This is an optimization exercise on Yosys and OpenROAD, whose aim is small area, a short achievable clock period and few clock cycles per item, not a production implementation.
Function was not checked in any run shown here: the RTL went through the layout flow alone.

File: design/flow/design.v
module CordicAccelerator(
  input         clock,
  input         reset,
  input         cmd_valid,
  output        cmd_ready,
  input  [6:0]  cmd_funct,
  input  [4:0]  cmd_rd,
  input  [63:0] cmd_rs1,
  input  [63:0] cmd_rs2,
  output        resp_valid,
  input         resp_ready,
  output [4:0]  resp_rd,
  output [63:0] resp_data,
  output        busy
);
  function [31:0] addc(input [31:0] a, input [31:0] b, input c);
    reg [31:0] g, p, gg, pp, gn, pn;
    integer k, l;
    begin
      g = a & b;
      p = a ^ b;
      gg = g;
      pp = p;
      gg[0] = g[0] | (p[0] & c);
      pp[0] = 1'b0;
      for (l = 0; l < 5; l = l + 1) begin
        gn = gg;
        pn = pp;
        for (k = 0; k < 32; k = k + 1)
          if (k[l]) begin
            gn[k] = gg[k] | (pp[k] & gg[((k >> l) << l) - 1]);
            pn[k] = pp[k] & pp[((k >> l) << l) - 1];
          end
        gg = gn;
        pp = pn;
      end
      addc = p ^ {gg[30:0], c};
    end
  endfunction
  wire recirc;    
  wire [31:0] res;
  wire [4:0] end_rd;
  wire take;      
  assign cmd_ready = take;
  wire accept = cmd_valid & take;
  wire [31:0] z0 = cmd_rs2[31:0];
  wire z0_fits = (z0[31:17] == {15{z0[31]}});
  wire [17:0] zc0 = z0_fits ? z0[17:0] : {z0[31], {17{~z0[31]}}};
  wire d1 = zc0[17];
  wire [17:0] zs2 = d1 ? zc0 + 18'd51472 : zc0 - 18'd51472;
  wire [16:0] z3 = (zs2[17:16] == {2{zs2[17]}}) ? zs2[16:0] : {zs2[17], {16{~zs2[17]}}};
  wire d6 = z0[31] ? ($signed(z0) < -32'sd51472) : ($signed(z0) < 32'sd51472);
  wire [31:0] x4 = cmd_rs1[31:0];
  wire [31:0] yt5 = ((cmd_rs1[31:0] ^ {32{d1}}) + {31'd0, d1}) ^ {32{~d6}};
  reg [31:0] p1_x, p1_y;
  reg [16:0] p1_z;
  reg [4:0] p1_rd;
  reg p1_fn, p1_dn, p1_v;
  always @(posedge clock) begin
    if (reset) p1_v <= 1'b0;
    else p1_v <= accept | recirc;
    p1_x <= recirc ? res : x4;
    p1_y <= recirc ? {32{~d6}} : yt5;
    p1_z <= z3;
    p1_rd <= recirc ? end_rd : cmd_rd;
    p1_fn <= ~recirc & cmd_funct[0];
    p1_dn <= recirc;
  end
  wire d7 = p1_z[16];
  wire [16:0] zs8 = d7 ? p1_z + 17'd30386 : p1_z - 17'd30386;
  wire [15:0] z9 = (zs8[16:15] == {2{zs8[16]}}) ? zs8[15:0] : {zs8[16], {15{~zs8[16]}}};
  wire [31:0] ys12 = $signed(p1_y) >>> 1;
  wire [31:0] xs13 = $signed(p1_x) >>> 1;
  wire [31:0] x10 = addc(p1_x, ys12, ~d7);
  wire [31:0] u14 = addc(~p1_y, xs13, 1'b0);
  wire [31:0] yt11 = p1_dn ? {32{~z9[15]}} : (u14 ^ {32{~(d7 ^ z9[15])}});
  reg [31:0] p2_x, p2_y;
  reg [4:0] p2_rd;
  reg p2_fn, p2_dn, p2_v;
  reg [15:0] p2_z;
  always @(posedge clock) begin
    if (reset) p2_v <= 1'b0;
    else p2_v <= p1_v;
    p2_x <= x10;
    p2_y <= yt11;
    p2_rd <= p1_rd;
    p2_fn <= p1_fn;
    p2_dn <= p1_dn;
    p2_z <= z9;
  end
  wire d15 = p2_z[15];
  wire [15:0] zs16 = d15 ? p2_z + 16'd16055 : p2_z - 16'd16055;
  wire [14:0] z17 = (zs16[15:14] == {2{zs16[15]}}) ? zs16[14:0] : {zs16[15], {14{~zs16[15]}}};
  wire [31:0] ys20 = $signed(p2_y) >>> 2;
  wire [31:0] xs21 = $signed(p2_x) >>> 2;
  wire [31:0] x18 = addc(p2_x, ys20, ~d15);
  wire [31:0] u22 = addc(~p2_y, xs21, 1'b0);
  wire [31:0] yt19 = p2_dn ? {32{~z17[14]}} : (u22 ^ {32{~(d15 ^ z17[14])}});
  reg [31:0] p3_x, p3_y;
  reg [4:0] p3_rd;
  reg p3_fn, p3_dn, p3_v;
  reg [14:0] p3_z;
  always @(posedge clock) begin
    if (reset) p3_v <= 1'b0;
    else p3_v <= p2_v;
    p3_x <= x18;
    p3_y <= yt19;
    p3_rd <= p2_rd;
    p3_fn <= p2_fn;
    p3_dn <= p2_dn;
    p3_z <= z17;
  end
  wire d23 = p3_z[14];
  wire [14:0] zs24 = d23 ? p3_z + 15'd8150 : p3_z - 15'd8150;
  wire [13:0] z25 = (zs24[14:13] == {2{zs24[14]}}) ? zs24[13:0] : {zs24[14], {13{~zs24[14]}}};
  wire [31:0] ys28 = $signed(p3_y) >>> 3;
  wire [31:0] xs29 = $signed(p3_x) >>> 3;
  wire [31:0] x26 = addc(p3_x, ys28, ~d23);
  wire [31:0] u30 = addc(~p3_y, xs29, 1'b0);
  wire [31:0] yt27 = p3_dn ? {32{~z25[13]}} : (u30 ^ {32{~(d23 ^ z25[13])}});
  reg [31:0] p4_x, p4_y;
  reg [4:0] p4_rd;
  reg p4_fn, p4_dn, p4_v;
  reg [13:0] p4_z;
  always @(posedge clock) begin
    if (reset) p4_v <= 1'b0;
    else p4_v <= p3_v;
    p4_x <= x26;
    p4_y <= yt27;
    p4_rd <= p3_rd;
    p4_fn <= p3_fn;
    p4_dn <= p3_dn;
    p4_z <= z25;
  end
  wire d31 = p4_z[13];
  wire [13:0] zs32 = d31 ? p4_z + 14'd4091 : p4_z - 14'd4091;
  wire [12:0] z33 = (zs32[13:12] == {2{zs32[13]}}) ? zs32[12:0] : {zs32[13], {12{~zs32[13]}}};
  wire [31:0] ys36 = $signed(p4_y) >>> 4;
  wire [31:0] xs37 = $signed(p4_x) >>> 4;
  wire [31:0] x34 = addc(p4_x, ys36, ~d31);
  wire [31:0] u38 = addc(~p4_y, xs37, 1'b0);
  wire [31:0] yt35 = p4_dn ? {32{~z33[12]}} : (u38 ^ {32{~(d31 ^ z33[12])}});
  reg [31:0] p5_x, p5_y;
  reg [4:0] p5_rd;
  reg p5_fn, p5_dn, p5_v;
  reg [12:0] p5_z;
  always @(posedge clock) begin
    if (reset) p5_v <= 1'b0;
    else p5_v <= p4_v;
    p5_x <= x34;
    p5_y <= yt35;
    p5_rd <= p4_rd;
    p5_fn <= p4_fn;
    p5_dn <= p4_dn;
    p5_z <= z33;
  end
  wire d39 = p5_z[12];
  wire [12:0] zs40 = d39 ? p5_z + 13'd2047 : p5_z - 13'd2047;
  wire [11:0] z41 = (zs40[12:11] == {2{zs40[12]}}) ? zs40[11:0] : {zs40[12], {11{~zs40[12]}}};
  wire [31:0] ys44 = $signed(p5_y) >>> 5;
  wire [31:0] xs45 = $signed(p5_x) >>> 5;
  wire [31:0] x42 = addc(p5_x, ys44, ~d39);
  wire [31:0] u46 = addc(~p5_y, xs45, 1'b0);
  wire [31:0] yt43 = p5_dn ? {32{~z41[11]}} : (u46 ^ {32{~(d39 ^ z41[11])}});
  reg [31:0] p6_x, p6_y;
  reg [4:0] p6_rd;
  reg p6_fn, p6_dn, p6_v;
  reg [11:0] p6_z;
  always @(posedge clock) begin
    if (reset) p6_v <= 1'b0;
    else p6_v <= p5_v;
    p6_x <= x42;
    p6_y <= yt43;
    p6_rd <= p5_rd;
    p6_fn <= p5_fn;
    p6_dn <= p5_dn;
    p6_z <= z41;
  end
  wire d47 = p6_z[11];
  wire [11:0] zs48 = d47 ? p6_z + 12'd1024 : p6_z - 12'd1024;
  wire [10:0] z49 = (zs48[11:10] == {2{zs48[11]}}) ? zs48[10:0] : {zs48[11], {10{~zs48[11]}}};
  wire [31:0] ys52 = $signed(p6_y) >>> 6;
  wire [31:0] xs53 = $signed(p6_x) >>> 6;
  wire [31:0] x50 = addc(p6_x, ys52, ~d47);
  wire [31:0] u54 = addc(~p6_y, xs53, 1'b0);
  wire [31:0] yt51 = p6_dn ? {32{~z49[10]}} : (u54 ^ {32{~(d47 ^ z49[10])}});
  reg [31:0] p7_x, p7_y;
  reg [4:0] p7_rd;
  reg p7_fn, p7_dn, p7_v;
  reg [10:0] p7_z;
  always @(posedge clock) begin
    if (reset) p7_v <= 1'b0;
    else p7_v <= p6_v;
    p7_x <= x50;
    p7_y <= yt51;
    p7_rd <= p6_rd;
    p7_fn <= p6_fn;
    p7_dn <= p6_dn;
    p7_z <= z49;
  end
  wire d55 = p7_z[10];
  wire [10:0] zs56 = d55 ? p7_z + 11'd512 : p7_z - 11'd512;
  wire [9:0] z57 = (zs56[10:9] == {2{zs56[10]}}) ? zs56[9:0] : {zs56[10], {9{~zs56[10]}}};
  wire [31:0] ys60 = $signed(p7_y) >>> 7;
  wire [31:0] xs61 = $signed(p7_x) >>> 7;
  wire [31:0] x58 = addc(p7_x, ys60, ~d55);
  wire [31:0] u62 = addc(~p7_y, xs61, 1'b0);
  wire [31:0] yt59 = p7_dn ? {32{~z57[9]}} : (u62 ^ {32{~(d55 ^ z57[9])}});
  reg [31:0] p8_x, p8_y;
  reg [4:0] p8_rd;
  reg p8_fn, p8_dn, p8_v;
  reg [9:0] p8_z;
  always @(posedge clock) begin
    if (reset) p8_v <= 1'b0;
    else p8_v <= p7_v;
    p8_x <= x58;
    p8_y <= yt59;
    p8_rd <= p7_rd;
    p8_fn <= p7_fn;
    p8_dn <= p7_dn;
    p8_z <= z57;
  end
  wire d63 = p8_z[9];
  wire [9:0] zs64 = d63 ? p8_z + 10'd256 : p8_z - 10'd256;
  wire [8:0] z65 = (zs64[9:8] == {2{zs64[9]}}) ? zs64[8:0] : {zs64[9], {8{~zs64[9]}}};
  wire [31:0] ys68 = $signed(p8_y) >>> 8;
  wire [31:0] xs69 = $signed(p8_x) >>> 8;
  wire [31:0] x66 = addc(p8_x, ys68, ~d63);
  wire [31:0] u70 = addc(~p8_y, xs69, 1'b0);
  wire [31:0] yt67 = p8_dn ? {32{~z65[8]}} : (u70 ^ {32{~(d63 ^ z65[8])}});
  reg [31:0] p9_x, p9_y;
  reg [4:0] p9_rd;
  reg p9_fn, p9_dn, p9_v;
  reg [8:0] p9_z;
  always @(posedge clock) begin
    if (reset) p9_v <= 1'b0;
    else p9_v <= p8_v;
    p9_x <= x66;
    p9_y <= yt67;
    p9_rd <= p8_rd;
    p9_fn <= p8_fn;
    p9_dn <= p8_dn;
    p9_z <= z65;
  end
  wire d71 = p9_z[8];
  wire [8:0] zs72 = d71 ? p9_z + 9'd128 : p9_z - 9'd128;
  wire [7:0] z73 = (zs72[8:7] == {2{zs72[8]}}) ? zs72[7:0] : {zs72[8], {7{~zs72[8]}}};
  wire [31:0] ys76 = $signed(p9_y) >>> 9;
  wire [31:0] xs77 = $signed(p9_x) >>> 9;
  wire [31:0] x74 = addc(p9_x, ys76, ~d71);
  wire [31:0] u78 = addc(~p9_y, xs77, 1'b0);
  wire [31:0] yt75 = p9_dn ? {32{~z73[7]}} : (u78 ^ {32{~(d71 ^ z73[7])}});
  reg [31:0] p10_x, p10_y;
  reg [4:0] p10_rd;
  reg p10_fn, p10_dn, p10_v;
  reg [7:0] p10_z;
  always @(posedge clock) begin
    if (reset) p10_v <= 1'b0;
    else p10_v <= p9_v;
    p10_x <= x74;
    p10_y <= yt75;
    p10_rd <= p9_rd;
    p10_fn <= p9_fn;
    p10_dn <= p9_dn;
    p10_z <= z73;
  end
  wire d79 = p10_z[7];
  wire [7:0] zs80 = d79 ? p10_z + 8'd64 : p10_z - 8'd64;
  wire [6:0] z81 = (zs80[7:6] == {2{zs80[7]}}) ? zs80[6:0] : {zs80[7], {6{~zs80[7]}}};
  wire [31:0] ys84 = $signed(p10_y) >>> 10;
  wire [31:0] xs85 = $signed(p10_x) >>> 10;
  wire [31:0] x82 = addc(p10_x, ys84, ~d79);
  wire [31:0] u86 = addc(~p10_y, xs85, 1'b0);
  wire [31:0] yt83 = p10_dn ? {32{~z81[6]}} : (u86 ^ {32{~(d79 ^ z81[6])}});
  reg [31:0] p11_x, p11_y;
  reg [4:0] p11_rd;
  reg p11_fn, p11_dn, p11_v;
  reg [6:0] p11_z;
  always @(posedge clock) begin
    if (reset) p11_v <= 1'b0;
    else p11_v <= p10_v;
    p11_x <= x82;
    p11_y <= yt83;
    p11_rd <= p10_rd;
    p11_fn <= p10_fn;
    p11_dn <= p10_dn;
    p11_z <= z81;
  end
  wire d87 = p11_z[6];
  wire [6:0] zs88 = d87 ? p11_z + 7'd32 : p11_z - 7'd32;
  wire [5:0] z89 = (zs88[6:5] == {2{zs88[6]}}) ? zs88[5:0] : {zs88[6], {5{~zs88[6]}}};
  wire [31:0] ys92 = $signed(p11_y) >>> 11;
  wire [31:0] xs93 = $signed(p11_x) >>> 11;
  wire [31:0] x90 = addc(p11_x, ys92, ~d87);
  wire [31:0] u94 = addc(~p11_y, xs93, 1'b0);
  wire [31:0] yt91 = p11_dn ? {32{~z89[5]}} : (u94 ^ {32{~(d87 ^ z89[5])}});
  reg [31:0] p12_x, p12_y;
  reg [4:0] p12_rd;
  reg p12_fn, p12_dn, p12_v;
  reg [5:0] p12_z;
  always @(posedge clock) begin
    if (reset) p12_v <= 1'b0;
    else p12_v <= p11_v;
    p12_x <= x90;
    p12_y <= yt91;
    p12_rd <= p11_rd;
    p12_fn <= p11_fn;
    p12_dn <= p11_dn;
    p12_z <= z89;
  end
  wire d95 = p12_z[5];
  wire [5:0] zs96 = d95 ? p12_z + 6'd16 : p12_z - 6'd16;
  wire [4:0] z97 = (zs96[5:4] == {2{zs96[5]}}) ? zs96[4:0] : {zs96[5], {4{~zs96[5]}}};
  wire [31:0] ys100 = $signed(p12_y) >>> 12;
  wire [31:0] xs101 = $signed(p12_x) >>> 12;
  wire [31:0] x98 = addc(p12_x, ys100, ~d95);
  wire [31:0] u102 = addc(~p12_y, xs101, 1'b0);
  wire [31:0] yt99 = p12_dn ? {32{~z97[4]}} : (u102 ^ {32{~(d95 ^ z97[4])}});
  reg [31:0] p13_x, p13_y;
  reg [4:0] p13_rd;
  reg p13_fn, p13_dn, p13_v;
  reg [4:0] p13_z;
  always @(posedge clock) begin
    if (reset) p13_v <= 1'b0;
    else p13_v <= p12_v;
    p13_x <= x98;
    p13_y <= yt99;
    p13_rd <= p12_rd;
    p13_fn <= p12_fn;
    p13_dn <= p12_dn;
    p13_z <= z97;
  end
  wire d103 = p13_z[4];
  wire [4:0] zs104 = d103 ? p13_z + 5'd8 : p13_z - 5'd8;
  wire [3:0] z105 = (zs104[4:3] == {2{zs104[4]}}) ? zs104[3:0] : {zs104[4], {3{~zs104[4]}}};
  wire [31:0] ys108 = $signed(p13_y) >>> 13;
  wire [31:0] xs109 = $signed(p13_x) >>> 13;
  wire [31:0] x106 = addc(p13_x, ys108, ~d103);
  wire [31:0] u110 = addc(~p13_y, xs109, 1'b0);
  wire [31:0] yt107 = p13_dn ? {32{~z105[3]}} : (u110 ^ {32{~(d103 ^ z105[3])}});
  reg [31:0] p14_x, p14_y;
  reg [4:0] p14_rd;
  reg p14_fn, p14_dn, p14_v;
  reg [3:0] p14_z;
  always @(posedge clock) begin
    if (reset) p14_v <= 1'b0;
    else p14_v <= p13_v;
    p14_x <= x106;
    p14_y <= yt107;
    p14_rd <= p13_rd;
    p14_fn <= p13_fn;
    p14_dn <= p13_dn;
    p14_z <= z105;
  end
  wire d111 = p14_z[3];
  wire [3:0] zs112 = d111 ? p14_z + 4'd4 : p14_z - 4'd4;
  wire [2:0] z113 = (zs112[3:2] == {2{zs112[3]}}) ? zs112[2:0] : {zs112[3], {2{~zs112[3]}}};
  wire [31:0] ys116 = $signed(p14_y) >>> 14;
  wire [31:0] xs117 = $signed(p14_x) >>> 14;
  wire [31:0] x114 = addc(p14_x, ys116, ~d111);
  wire [31:0] u118 = addc(~p14_y, xs117, 1'b0);
  wire [31:0] yt115 = p14_dn ? {32{~z113[2]}} : (u118 ^ {32{~(d111 ^ z113[2])}});
  reg [31:0] p15_x, p15_y;
  reg [4:0] p15_rd;
  reg p15_fn, p15_dn, p15_v;
  reg [2:0] p15_z;
  always @(posedge clock) begin
    if (reset) p15_v <= 1'b0;
    else p15_v <= p14_v;
    p15_x <= x114;
    p15_y <= yt115;
    p15_rd <= p14_rd;
    p15_fn <= p14_fn;
    p15_dn <= p14_dn;
    p15_z <= z113;
  end
  wire d119 = p15_z[2];
  wire [2:0] zs120 = d119 ? p15_z + 3'd2 : p15_z - 3'd2;
  wire [1:0] z121 = (zs120[2:1] == {2{zs120[2]}}) ? zs120[1:0] : {zs120[2], {1{~zs120[2]}}};
  wire [31:0] ys124 = $signed(p15_y) >>> 15;
  wire [31:0] xs125 = $signed(p15_x) >>> 15;
  wire [31:0] x122 = addc(p15_x, ys124, ~d119);
  wire [31:0] u126 = addc(~p15_y, xs125, 1'b0);
  wire [31:0] yt123 = p15_dn ? {32{~z121[1]}} : (u126 ^ {32{~(d119 ^ z121[1])}});
  reg [31:0] p16_x, p16_y;
  reg [4:0] p16_rd;
  reg p16_fn, p16_dn, p16_v;
  reg [1:0] p16_z;
  always @(posedge clock) begin
    if (reset) p16_v <= 1'b0;
    else p16_v <= p15_v;
    p16_x <= x122;
    p16_y <= yt123;
    p16_rd <= p15_rd;
    p16_fn <= p15_fn;
    p16_dn <= p15_dn;
    p16_z <= z121;
  end
  wire d127 = p16_z[1];
  wire [1:0] zs128 = d127 ? p16_z + 2'd1 : p16_z - 2'd1;
  wire z129 = zs128[1];
  wire [31:0] ys132 = $signed(p16_y) >>> 16;
  wire [31:0] xs133 = $signed(p16_x) >>> 16;
  wire [31:0] x130 = addc(p16_x, ys132, ~d127);
  wire [31:0] u134 = addc(~p16_y, xs133, 1'b0);
  wire [31:0] yt131 = p16_dn ? {32{~z129}} : (u134 ^ {32{~(d127 ^ z129)}});
  reg [31:0] p17_x, p17_y;
  reg [4:0] p17_rd;
  reg p17_fn, p17_dn, p17_v;
  reg p17_z;
  always @(posedge clock) begin
    if (reset) p17_v <= 1'b0;
    else p17_v <= p16_v;
    p17_x <= x130;
    p17_y <= yt131;
    p17_rd <= p16_rd;
    p17_fn <= p16_fn;
    p17_dn <= p16_dn;
    p17_z <= z129;
  end
  wire d135 = p17_z;
  wire [31:0] ys138 = $signed(p17_y) >>> 17;
  wire [31:0] xs139 = $signed(p17_x) >>> 17;
  wire [31:0] x136 = addc(p17_x, ys138, ~d135);
  wire [31:0] u140 = addc(~p17_y, xs139, 1'b0);
  wire [31:0] yt137 = p17_dn ? {32{~d135}} : (u140 ^ {32{~(d135 ^ d135)}});
  reg [31:0] p18_x, p18_y;
  reg [4:0] p18_rd;
  reg p18_fn, p18_dn, p18_v;
  reg p18_d;
  always @(posedge clock) begin
    if (reset) p18_v <= 1'b0;
    else p18_v <= p17_v;
    p18_x <= x136;
    p18_y <= yt137;
    p18_rd <= p17_rd;
    p18_fn <= p17_fn;
    p18_dn <= p17_dn;
    p18_d <= d135;
  end
  wire [31:0] ys143 = $signed(p18_y) >>> 18;
  wire [31:0] xs144 = $signed(p18_x) >>> 18;
  wire [31:0] x141 = addc(p18_x, ys143, ~p18_d);
  wire [31:0] u145 = addc(~p18_y, xs144, 1'b0);
  wire [31:0] yt142 = p18_dn ? {32{~p18_d}} : (u145 ^ {32{~(p18_d ^ p18_d)}});
  reg [31:0] p19_x, p19_y;
  reg [4:0] p19_rd;
  reg p19_fn, p19_dn, p19_v;
  reg p19_d;
  always @(posedge clock) begin
    if (reset) p19_v <= 1'b0;
    else p19_v <= p18_v;
    p19_x <= x141;
    p19_y <= yt142;
    p19_rd <= p18_rd;
    p19_fn <= p18_fn;
    p19_dn <= p18_dn;
    p19_d <= p18_d;
  end
  wire [31:0] ys148 = $signed(p19_y) >>> 19;
  wire [31:0] xs149 = $signed(p19_x) >>> 19;
  wire [31:0] x146 = addc(p19_x, ys148, ~p19_d);
  wire [31:0] u150 = addc(~p19_y, xs149, 1'b0);
  wire [31:0] yt147 = p19_dn ? {32{~p19_d}} : (u150 ^ {32{~(p19_d ^ p19_d)}});
  reg [31:0] p20_x, p20_y;
  reg [4:0] p20_rd;
  reg p20_fn, p20_dn, p20_v;
  reg p20_d;
  always @(posedge clock) begin
    if (reset) p20_v <= 1'b0;
    else p20_v <= p19_v;
    p20_x <= x146;
    p20_y <= yt147;
    p20_rd <= p19_rd;
    p20_fn <= p19_fn;
    p20_dn <= p19_dn;
    p20_d <= p19_d;
  end
  wire [31:0] ys153 = $signed(p20_y) >>> 20;
  wire [31:0] xs154 = $signed(p20_x) >>> 20;
  wire [31:0] x151 = addc(p20_x, ys153, ~p20_d);
  wire [31:0] u155 = addc(~p20_y, xs154, 1'b0);
  wire [31:0] yt152 = p20_dn ? {32{~p20_d}} : (u155 ^ {32{~(p20_d ^ p20_d)}});
  reg [31:0] p21_x, p21_y;
  reg [4:0] p21_rd;
  reg p21_fn, p21_dn, p21_v;
  reg p21_d;
  always @(posedge clock) begin
    if (reset) p21_v <= 1'b0;
    else p21_v <= p20_v;
    p21_x <= x151;
    p21_y <= yt152;
    p21_rd <= p20_rd;
    p21_fn <= p20_fn;
    p21_dn <= p20_dn;
    p21_d <= p20_d;
  end
  wire [31:0] ys158 = $signed(p21_y) >>> 21;
  wire [31:0] xs159 = $signed(p21_x) >>> 21;
  wire [31:0] x156 = addc(p21_x, ys158, ~p21_d);
  wire [31:0] u160 = addc(~p21_y, xs159, 1'b0);
  wire [31:0] yt157 = p21_dn ? {32{~p21_d}} : (u160 ^ {32{~(p21_d ^ p21_d)}});
  reg [31:0] p22_x, p22_y;
  reg [4:0] p22_rd;
  reg p22_fn, p22_dn, p22_v;
  reg p22_d;
  always @(posedge clock) begin
    if (reset) p22_v <= 1'b0;
    else p22_v <= p21_v;
    p22_x <= x156;
    p22_y <= yt157;
    p22_rd <= p21_rd;
    p22_fn <= p21_fn;
    p22_dn <= p21_dn;
    p22_d <= p21_d;
  end
  wire [31:0] ys163 = $signed(p22_y) >>> 22;
  wire [31:0] xs164 = $signed(p22_x) >>> 22;
  wire [31:0] x161 = addc(p22_x, ys163, ~p22_d);
  wire [31:0] u165 = addc(~p22_y, xs164, 1'b0);
  wire [31:0] yt162 = p22_dn ? {32{~p22_d}} : (u165 ^ {32{~(p22_d ^ p22_d)}});
  reg [31:0] p23_x, p23_y;
  reg [4:0] p23_rd;
  reg p23_fn, p23_dn, p23_v;
  reg p23_d;
  always @(posedge clock) begin
    if (reset) p23_v <= 1'b0;
    else p23_v <= p22_v;
    p23_x <= x161;
    p23_y <= yt162;
    p23_rd <= p22_rd;
    p23_fn <= p22_fn;
    p23_dn <= p22_dn;
    p23_d <= p22_d;
  end
  wire [31:0] ys168 = $signed(p23_y) >>> 23;
  wire [31:0] xs169 = $signed(p23_x) >>> 23;
  wire [31:0] x166 = addc(p23_x, ys168, ~p23_d);
  wire [31:0] u170 = addc(~p23_y, xs169, 1'b0);
  wire [31:0] yt167 = p23_dn ? {32{~p23_d}} : (u170 ^ {32{~(p23_d ^ p23_d)}});
  reg [31:0] p24_x, p24_y;
  reg [4:0] p24_rd;
  reg p24_fn, p24_dn, p24_v;
  reg p24_d;
  always @(posedge clock) begin
    if (reset) p24_v <= 1'b0;
    else p24_v <= p23_v;
    p24_x <= x166;
    p24_y <= yt167;
    p24_rd <= p23_rd;
    p24_fn <= p23_fn;
    p24_dn <= p23_dn;
    p24_d <= p23_d;
  end
  wire [31:0] ys173 = $signed(p24_y) >>> 24;
  wire [31:0] xs174 = $signed(p24_x) >>> 24;
  wire [31:0] x171 = addc(p24_x, ys173, ~p24_d);
  wire [31:0] u175 = addc(~p24_y, xs174, 1'b0);
  wire [31:0] yt172 = p24_dn ? {32{~p24_d}} : (u175 ^ {32{~(p24_d ^ p24_d)}});
  reg [31:0] p25_x, p25_y;
  reg [4:0] p25_rd;
  reg p25_fn, p25_dn, p25_v;
  reg p25_d;
  always @(posedge clock) begin
    if (reset) p25_v <= 1'b0;
    else p25_v <= p24_v;
    p25_x <= x171;
    p25_y <= yt172;
    p25_rd <= p24_rd;
    p25_fn <= p24_fn;
    p25_dn <= p24_dn;
    p25_d <= p24_d;
  end
  wire [31:0] ys178 = $signed(p25_y) >>> 25;
  wire [31:0] xs179 = $signed(p25_x) >>> 25;
  wire [31:0] x176 = addc(p25_x, ys178, ~p25_d);
  wire [31:0] u180 = addc(~p25_y, xs179, 1'b0);
  wire [31:0] yt177 = p25_dn ? {32{~p25_d}} : (u180 ^ {32{~(p25_d ^ p25_d)}});
  reg [31:0] p26_x, p26_y;
  reg [4:0] p26_rd;
  reg p26_fn, p26_dn, p26_v;
  reg p26_d;
  always @(posedge clock) begin
    if (reset) p26_v <= 1'b0;
    else p26_v <= p25_v;
    p26_x <= x176;
    p26_y <= yt177;
    p26_rd <= p25_rd;
    p26_fn <= p25_fn;
    p26_dn <= p25_dn;
    p26_d <= p25_d;
  end
  wire [31:0] ys183 = $signed(p26_y) >>> 26;
  wire [31:0] xs184 = $signed(p26_x) >>> 26;
  wire [31:0] x181 = addc(p26_x, ys183, ~p26_d);
  wire [31:0] u185 = addc(~p26_y, xs184, 1'b0);
  wire [31:0] yt182 = p26_dn ? {32{~p26_d}} : (u185 ^ {32{~(p26_d ^ p26_d)}});
  reg [31:0] p27_x, p27_y;
  reg [4:0] p27_rd;
  reg p27_fn, p27_dn, p27_v;
  reg p27_d;
  always @(posedge clock) begin
    if (reset) p27_v <= 1'b0;
    else p27_v <= p26_v;
    p27_x <= x181;
    p27_y <= yt182;
    p27_rd <= p26_rd;
    p27_fn <= p26_fn;
    p27_dn <= p26_dn;
    p27_d <= p26_d;
  end
  wire [31:0] ys188 = $signed(p27_y) >>> 27;
  wire [31:0] xs189 = $signed(p27_x) >>> 27;
  wire [31:0] x186 = addc(p27_x, ys188, ~p27_d);
  wire [31:0] u190 = addc(~p27_y, xs189, 1'b0);
  wire [31:0] yt187 = p27_dn ? {32{~p27_d}} : (u190 ^ {32{~(p27_d ^ p27_d)}});
  reg [31:0] p28_x, p28_y;
  reg [4:0] p28_rd;
  reg p28_fn, p28_dn, p28_v;
  reg p28_d;
  always @(posedge clock) begin
    if (reset) p28_v <= 1'b0;
    else p28_v <= p27_v;
    p28_x <= x186;
    p28_y <= yt187;
    p28_rd <= p27_rd;
    p28_fn <= p27_fn;
    p28_dn <= p27_dn;
    p28_d <= p27_d;
  end
  wire [31:0] ys193 = $signed(p28_y) >>> 28;
  wire [31:0] xs194 = $signed(p28_x) >>> 28;
  wire [31:0] x191 = addc(p28_x, ys193, ~p28_d);
  wire [31:0] u195 = addc(~p28_y, xs194, 1'b0);
  wire [31:0] yt192 = p28_dn ? {32{~p28_d}} : (u195 ^ {32{~(p28_d ^ p28_d)}});
  reg [31:0] p29_x, p29_y;
  reg [4:0] p29_rd;
  reg p29_fn, p29_dn, p29_v;
  reg p29_d;
  always @(posedge clock) begin
    if (reset) p29_v <= 1'b0;
    else p29_v <= p28_v;
    p29_x <= x191;
    p29_y <= yt192;
    p29_rd <= p28_rd;
    p29_fn <= p28_fn;
    p29_dn <= p28_dn;
    p29_d <= p28_d;
  end
  wire [31:0] ys198 = $signed(p29_y) >>> 29;
  wire [31:0] xs199 = $signed(p29_x) >>> 29;
  wire [31:0] x196 = addc(p29_x, ys198, ~p29_d);
  wire [31:0] u200 = addc(~p29_y, xs199, 1'b0);
  wire [31:0] yt197 = p29_dn ? {32{~p29_d}} : (u200 ^ {32{~(p29_d ^ p29_d)}});
  reg [31:0] p30_x, p30_y;
  reg [4:0] p30_rd;
  reg p30_fn, p30_dn, p30_v;
  reg p30_d;
  always @(posedge clock) begin
    if (reset) p30_v <= 1'b0;
    else p30_v <= p29_v;
    p30_x <= x196;
    p30_y <= yt197;
    p30_rd <= p29_rd;
    p30_fn <= p29_fn;
    p30_dn <= p29_dn;
    p30_d <= p29_d;
  end
  wire [31:0] ys203 = $signed(p30_y) >>> 30;
  wire [31:0] xs204 = $signed(p30_x) >>> 30;
  wire [31:0] x201 = addc(p30_x, ys203, ~p30_d);
  wire [31:0] u205 = addc(~p30_y, xs204, 1'b0);
  wire [31:0] yt202 = p30_dn ? {32{~p30_d}} : (u205 ^ {32{~(p30_d ^ p30_d)}});
  reg [31:0] p31_x, p31_y;
  reg [4:0] p31_rd;
  reg p31_fn, p31_dn, p31_v;
  reg p31_d;
  always @(posedge clock) begin
    if (reset) p31_v <= 1'b0;
    else p31_v <= p30_v;
    p31_x <= x201;
    p31_y <= yt202;
    p31_rd <= p30_rd;
    p31_fn <= p30_fn;
    p31_dn <= p30_dn;
    p31_d <= p30_d;
  end
  wire [31:0] ys208 = $signed(p31_y) >>> 31;
  wire [31:0] xs209 = $signed(p31_x) >>> 31;
  wire [31:0] x206 = addc(p31_x, ys208, ~p31_d);
  wire [31:0] u210 = addc(~p31_y, xs209, 1'b0);
  wire [31:0] yt207 = p31_dn ? {32{~p31_d}} : (u210 ^ {32{~(p31_d ^ p31_d)}});
  assign res = p31_fn ? (yt207 ^ {32{~p31_d}}) : x206;
  assign end_rd = p31_rd;
  wire end_v = p31_v;
  reg [31:0] h_data, k_data;
  reg [4:0] h_rd, k_rd;
  reg hv, kv, busy_r;
  reg blocked;
  reg [4:0] wait_n;
  wire wait_0 = (wait_n == 5'd0);
  wire push = end_v & ~(hv & kv) & (~blocked | wait_0);
  assign recirc = end_v & ~push;
  assign take = ~recirc & ~blocked;
  wire pop = hv & resp_ready;
  wire h_load = ~hv | pop;
  wire hv_n = h_load ? (kv | push) : 1'b1;
  wire kv_n = h_load ? (kv & push) : (kv | push);
  wire inflight_n = hv_n | kv_n |
      (accept | recirc) |
      p1_v |
      p2_v |
      p3_v |
      p4_v |
      p5_v |
      p6_v |
      p7_v |
      p8_v |
      p9_v |
      p10_v |
      p11_v |
      p12_v |
      p13_v |
      p14_v |
      p15_v |
      p16_v |
      p17_v |
      p18_v |
      p19_v |
      p20_v |
      p21_v |
      p22_v |
      p23_v |
      p24_v |
      p25_v |
      p26_v |
      p27_v |
      p28_v |
      p29_v |
      p30_v;
  always @(posedge clock) begin
    if (reset) begin
      hv <= 1'b0;
      kv <= 1'b0;
      busy_r <= 1'b0;
      blocked <= 1'b0;
    end else begin
      hv <= hv_n;
      kv <= kv_n;
      busy_r <= inflight_n;
      if (recirc & (~blocked | wait_0))
        blocked <= 1'b1;
      else if (push & blocked)
        blocked <= 1'b0;
    end
    if (recirc & (~blocked | wait_0))
      wait_n <= 5'd30;
    else
      wait_n <= wait_n - 5'd1;
    if (h_load) begin
      h_data <= kv ? k_data : res;
      h_rd <= kv ? k_rd : end_rd;
    end
    if (h_load ? kv : ~kv) begin
      k_data <= res;
      k_rd <= end_rd;
    end
  end
  assign resp_valid = hv;
  assign resp_rd = h_rd;
  assign resp_data = {32'h0, h_data};
  assign busy = busy_r;
endmodule
File: design/flow/run.sh
#!/bin/bash
# synth_recipe.tcl (not shown) runs the flow's synth.tcl, then flattens the netlist and writes it again
# the make line also repeats each setting of config.mk as NAME=value (left out here)
make -C /OpenROAD-flow-scripts/flow DESIGN_CONFIG=/design/flow/config.mk WORK_HOME=/design/flow/orfs CLKGATE_MAP_FILE= SYNTH_SCRIPT=/design/flow/synth_recipe.tcl finish
File: design/flow/config.mk
export PLATFORM = sky130hd
export DESIGN_NAME = CordicAccelerator
export DESIGN_NICKNAME = CordicAccelerator
export VERILOG_FILES = /design/flow/design.v
export SDC_FILE = /design/flow/constraint.sdc
export NUM_CORES = 8
export LEC_CHECK = 0
export CAP_MARGIN = 20
export CORE_MARGIN = 2
export CORE_UTILIZATION = 60
export SETUP_SLACK_MARGIN = 2.0
export SLEW_MARGIN = 20
File: design/flow/constraint.sdc
create_clock -name core_clock -period 6.0 [get_ports {clock}]
set_input_delay 1.2000 -clock core_clock [delete_from_list [all_inputs] [get_ports {clock}]]
set_output_delay 1.2000 -clock core_clock [all_outputs]
set_load 0.01 [all_outputs]
==> results of run 1 <==
routing by layer:
| layer | vias up | wire, µm | GRT usage |
|---|---|---|---|
| li1 | 54170 | - | - |
| met1 | 52050 | 152300 | 0.3355 |
| met2 | 2045 | 191700 | 0.5429 |
| met3 | 921 | 11640 | 0.03073 |
| met4 | 6 | 21000 | 0.1471 |
| met5 | - | 41 | 0 |
kinds of logic (layout without fill, tap and decap cells):
family / count (synthesis) / count (layout) / synth area share
XOR/XNOR: 2583 / 2583 / 0.1524
buffers and inverters: 1896 / 2351 / 0.04879
adder cells (fa/ha/maj): 2267 / 2267 / 0.2086
multiplexers: 67 / 67 / 0.004981
AND/OR/NAND/NOR: 3029 / 3029 / 0.09694
flip-flops: 2482 / 2482 / 0.3397
other: 1 / 38 / 0.00002526
AO/OA/AOI/OAI: 3428 / 3431 / 0.1486
per-stage QoR:
| stage | util | setup WS (ns) | std cells | instance area [µm²] | hold slack [ns] |
|---|---|---|---|---|---|
| global placement | 0.6226 | 0.3648 | 18870 | 153100 | 0.3096 |
| global route | 0.6703 | 1.647 | 19460 | 164800 | 0.3131 |
| finish | 0.6703 | 1.880 | 19470 | 164800 | 0.3035 |
| floorplan | - | 1.375 | 15780 | 148800 | 0.3096 |
| CTS | 0.6654 | 1.801 | 19420 | 163600 | 0.2989 |
| detailed placement | 0.6226 | 0.3952 | 18870 | 153100 | 0.3121 |
cell usage in the layout, fill, tap and decap left out, drive strengths merged, types with 78 or more instances in the layout:
cell           netlist  routed
a211oi              78      78
a21o               639     640
a21oi             1133    1134
a31oi              149     149
and3               115     115
buf                119     188
clkbuf             218     381
clkdlybuf4s50        0      97
dfxtp             2408    2408
fa                 347     347
ha                1920    1920
inv               1550    1560
nand2              477     477
nand2b             131     131
nand3              214     214
nand4              105     105
nor2              1211    1211
nor2b              220     220
nor3               200     200
o21a               213     213
o21ai              569     569
o21bai             130     130
or3                112     112
xnor2             1820    1820
xor2               763     763
area by class of cell:
type,instances,area [µm²],area share
diodes,6,15.01,0.00009108
well taps,3220,4029,0.02444
multi-input cells,11410,92080,0.5586
clock inverters,112,1446,0.008774
inverters,1559,5901,0.03579
repair buffers,304,2779,0.01686
clock buffers,376,8124,0.04928
flip-flops and latches,2482,50470,0.3062
how the worst min path moves through the flow:
stage	depth (start not counted)	endpoint	startpoint	slack, ns
after detailed placement	0	p11_rd[3]	p10_rd[3]	0.31
final	0	p20_rd[1]	p19_rd[1]	0.30
after CTS	0	p20_rd[1]	p19_rd[1]	0.30
after global placement	0	p14_fn	p13_fn	0.31
after global routing	0	p20_rd[1]	p19_rd[1]	0.31
after floorplan	0	p10_fn	p9_fn	0.31
repair_timing:
| item | 4_1_cts | 5_1_grt |
|---|---|---|
| pin swaps | 32 | 85 |
| buffers inserted | 57 | 42 |
| hold buffers | 0 | 0 |
| setup endpoints to repair | 332 | 343 |
| gates cloned | 6 | 3 |
| resized for setup | 98 | 192 |
==> impl_metrics.yaml, run 1 <==
detailed_routing:
  post_drt_wl_per_cell_um: 19.35
  drt_pass1_iterations: 6
  vias_per_cell: 5.608
  drc: 0
  num_vias: 109200
  ant_nets: 0
  drt_iter0_drc: 5586
  wl_mm: 376.6
timing:
  hold_viol_final: 0
  rsz0062_at_grt: "yes"
  clock_skew_ns: 0.06305
  drv_slew: 0
  fmax_mhz: 242.7
  fin_crit_sh: 0.6866
  relSlewSlack: 0.3177
  setup_viol_count_final: 0
  setup_tns_ns: 0
  finalCriticalPeriod_ns: 4.120
  worstMarginPinSlew_ns: 1.020
worst_setup_path:
  cp_cell_sequence: "inv_2, fa_2, nor2b_1, o21ai_0, a21boi_1, o21ai_1, a21boi_1, o21ai_1, a21oi_2, o21ai_2, a21oi_2, nor2_2, ha_1, nor2_4, clkinvlp_4, or4_1, a21oi_1, a2111o_1, nor4_1"
  crit_end: "p6_y[31]"
  reg2reg_from: "p5_z[12]"
  start_kind: "flip-flop"
  slowest_stage: "or4_1"
  max_stage_delay_ns: 0.44
  cp_data_required_time_ns: 6.79
  crit_arrival_ns: 4.91
  critPathKind: "reg2reg"
  critPathTopFamily: "compound AO/OA/AOI/OAI gates"
  r2r_setup_slack_ns: 1.88
  worstReg2RegEnd: "p6_y[31]"
  startpoint: "p5_z[12]"
  r2r_cells: 19
  critical_path_depth: 19
  cp_max_fo: 8
  crit_buf_inv: 2
  critPathCaptureType: "flip-flop"
synth:
  ys_seq_elements: 2482
  synth_top_cell_by_area: "dfxtp_1"
  netlist.area_leader.share: 0.3247
  synth-main-ff-cell: "dfxtp_1"
  synth_edf_count: 74
  syn_inst: 15750
  synth_common_cells: "dfxtp_1 (2,408), ha_1 (1,920), xnor2_1 (1,820), inv_1 (1,529), nor2_1 (1,209)"
  avgSynthCellArea_um2: 9.424
  netlist_top_cells_area: "dfxtp_1 (32%), ha_1 (16%), xnor2_1 (11%)"
  ys.warnings.count: 1
  yosysSeqAreaShare: 0.3397
  synth.distinct_cells: 94
  synth.most_common_cell: "dfxtp_1"
  syn_area_mm2: 0.1485
  ys_async_sr_fraction: 0
clocking:
  clk_pin_slew_ns: 0.06
  cts.sinks: 2482
  clk_path_buf_depth: 4
  cts_root_buf: "clkbuf_16"
  worstSkewPairLatency_ns: 0.91
  cts_buffers: 285
  cts_tree: "yes"
  htree_levels: 5
floorplan:
  num_io_pins: 216
  die-height_um: 501.4
  core_area_mm2: 0.2459
  die_x_um: 501.4
  start_util: 0.6036
  dieArea_mm2: 0.2514
  num_rows: 182
global_routing:
  grt_pass1_vias: 113100
  grt_pass1_wl_mm: 595.2
  antenna_found_initial: 10
  gr-usage-all-layers: 0.2944
  grt_remaining_overflow: 0
  grt_max_degree: 58
run_status:
  outcome: "complete, no violations"
final_layout:
  drive_gt1_frac: 0.06563
  area_delta_synth_final_pct: 11.04
  final_nets: 18450
  nFillCells: 19620
placement:
  io_buffer_count: 113
  gp_congestion: 0.9628
  hpwl_mm: 297.1
job:
  maxCapViolCount: 0
hold_path:
  min_path_type: "reg2reg"
==> run 2, diff against run 1 <==
--- a/design/flow/config.mk
+++ b/design/flow/config.mk
@@ -10,3 +10,3 @@
 export CORE_UTILIZATION = 60
-export SETUP_SLACK_MARGIN = 2.0
+export SETUP_SLACK_MARGIN = 2.5
 export SLEW_MARGIN = 20
==> run 2 against run 1 <==
Effect of this change:
- critical path type unchanged
- count of clock-buffer cells in the layout increased by 2
- core utilization increased by 2.9 points
- wire length increased by 2.9%
==> impl_metrics.yaml, run 2 <==
worst_setup_path:
  critPathTopFamily: "compound AO/OA/AOI/OAI gates"
  cp_data_required_time_ns: 6.78
  cp_cell_sequence: "clkinvlp_4, ha_4, buf_4, a21oi_2, o21ai_1, a21oi_1, o21ai_1, a21oi_2, nor2b_1, o21ai_0, a211o_1, o21a_1, ha_2, nor2_4, inv_4, buf_6, or4_4, o21ai_4, nor4_2"
  crit_buf_inv: 4
  crit_arrival_ns: 4.64
  critPathCaptureType: "flip-flop"
  max_stage_delay_ns: 0.49
  slowest_stage: "or4_4"
  cp_max_fo: 5
  start_kind: "flip-flop"
  critPathKind: "reg2reg"
global_routing:
  antenna_found_initial: 9
  gr-usage-all-layers: 0.2995
  grt_pass1_vias: 115400
  grt_pass1_wl_mm: 605.7
  grt_remaining_overflow: 0
  grt_max_degree: 58
final_layout:
  final_nets: 18840
  area_delta_synth_final_pct: 15.88
  mostFrequentLayoutCells: "dfxtp_1 (2,333), ha_1 (1,887), xnor2_1 (1,765)"
  drive_gt1_frac: 0.1230
  layout_commonest_cell: "dfxtp_1"
  nFillCells: 18720
floorplan:
  die-height_um: 501.4
  die_x_um: 501.4
  start_util: 0.6036
  num_rows: 182
  num_io_pins: 216
  core_area_mm2: 0.2459
  dieArea_mm2: 0.2514
synth:
  synth_top_cell_by_area: "dfxtp_1"
  synth_common_cells: "dfxtp_1 (2,408), ha_1 (1,920), xnor2_1 (1,820), inv_1 (1,529), nor2_1 (1,209)"
  netlist.area_leader.share: 0.3247
  syn_area_mm2: 0.1485
  synth.most_common_cell: "dfxtp_1"
  syn_inst: 15750
  synth_edf_count: 74
  netlist_top_cells_area: "dfxtp_1 (32%), ha_1 (16%), xnor2_1 (11%)"
  avgSynthCellArea_um2: 9.424
  ys_seq_elements: 2482
  synth-main-ff-cell: "dfxtp_1"
  ys.warnings.count: 1
  synth.distinct_cells: 94
  yosysSeqAreaShare: 0.3397
  ys_async_sr_fraction: 0
detailed_routing:
  drc: 0
  num_vias: 111800
  drt_iter0_drc: 5204
  vias_per_cell: 5.632
  drt_pass1_iterations: 8
  wl_mm: 387.5
  ant_nets: 0
  post_drt_wl_per_cell_um: 19.51
timing:
  fin_crit_sh: 0.6431
  clock_skew_ns: 0.07247
  hold_ws_ns: 0.3058
  rsz0062_at_grt: "yes"
  worstMarginPinSlew_ns: 0.9996
  relSlewSlack: 0.3327
  finalCriticalPeriod_ns: 3.859
  hold_viol_final: 0
  drv_slew: 0
  fmax_mhz: 259.2
  setup_tns_ns: 0
  setup_viol_count_final: 0
clocking:
  clk_path_buf_depth: 4
  clk_pin_slew_ns: 0.06
  cts_root_buf: "clkbuf_16"
  worstSkewPairLatency_ns: 0.96
  cts_buffers: 287
  cts.sinks: 2482
  htree_levels: 5
  cts_tree: "yes"
hold_path:
  min_path_type: "reg2reg"
job:
  maxCapViolCount: 0
placement:
  io_buffer_count: 113
  hpwl_mm: 294.9
  gp_congestion: 0.9486
run_status:
  outcome: "complete, no violations"
[run 2: cell type report]
type / instances / area [µm²] / area share
Antenna cell: 5 / 12.51 / 0.00007273
Clock buffer: 378 / 8147 / 0.04735
Clock inverter: 116 / 1361 / 0.007913
Inverter: 1559 / 5926 / 0.03444
Multi-Input combinational cell: 11410 / 95680 / 0.5561
Sequential cell: 2482 / 50580 / 0.2940
Tap cell: 3220 / 4029 / 0.02342
Timing Repair Buffer: 682 / 6245 / 0.03630
Timing Repair inverter: 6 / 56.30 / 0.0003273
[run 2: logic make-up after synthesis]
family                     share of synthesized area
muxes                                       0.004981
AOI/OAI and AO/OA                             0.1486
DFF                                           0.3397
buffers and inverters                        0.04879
xor gates and xnor gates                      0.1524
and+or+nand+nor                              0.09694
other                                     0.00002526
adders and majority gates                     0.2086
[run 2: what timing repair did]
action | in CTS | in global routing
setup endpoints to repair | 792 | 636
endpoints found under the hold margin | 0 | 0
resized for setup | 625 | 575
setup buffers | 299 | 182
pin swaps | 300 | 402
hold buffers | 0 | 0
cloned | 16 | 6
[run 2: path summary, 6_finish.rpt]
path	endpoint	startpoint	depth (start not counted)	slack, ns
hold reg to reg	p15_z[0]	p14_z[0]	0	0.31
setup reg to reg	p5_y[31]	p4_z[13]	19	2.14
hold / removal	p15_z[0]	p14_z[0]	0	0.31
setup / recovery	p5_y[31]	p4_z[13]	19	2.14
[run 2: stage by stage]
stage | utilization | cells | cell area [µm²] | worst slack (ns)
after floorplan | - | 15780 | 149300 | 1.452
after detailed placement | 0.6234 | 18850 | 153300 | 0.7308
after global placement | 0.6235 | 18850 | 153300 | 0.7066
after global routing | 0.6995 | 19850 | 172000 | 1.976
final | 0.6995 | 19860 | 172000 | 2.141
after CTS | 0.6830 | 19660 | 168000 | 2.206
[run 2: layer usage]
layer,wire [µm],part of all wire,GRT usage
met2,195200,0.50,0.5472
met4,23200,0.060,0.1602
met5,27,0.000070,0
met1,157200,0.41,0.3406
met3,11890,0.031,0.03270
[run 2: worst reg2reg max path, delay by kind of cell (launching register included)]
kind | cells | cell delay, ns
fa+ha+maj | 2 | 0.56
flops | 1 | 0.38
simple gates | 4 | 0.89
buf+inv | 4 | 0.50
compound gates | 9 | 1.40

## what the ideal ports hide
No port has a modelled driver above. Below, the same layouts with a new extraction and two added sets of constraints. Step 1, drivers: a clkbuf_16 drives clock and a buf_2 each remaining input, both assumed. Step 2, shift: input delay + t, output delay - t, t = (earliest + latest rising clock arrival at the registers) / 2. This alone moves slack from input paths to output paths. a / b / c = ideal ports / drivers / drivers and shift; a / b = the first two.
run	shift t [ns]	setup WS [ns]	hold WS [ns]
run 1	0.981	1.880 / 1.880 / 1.192	0.303 / 0.303 / 0.303
run 2	1.018	2.141 / 2.141 / 1.356	0.306 / 0.306 / 0.306
After both steps every run listed still meets setup and hold. The setup slack of run 2, which loses most, moves by 0.000 ns with the drivers and by -0.785 ns with both steps.
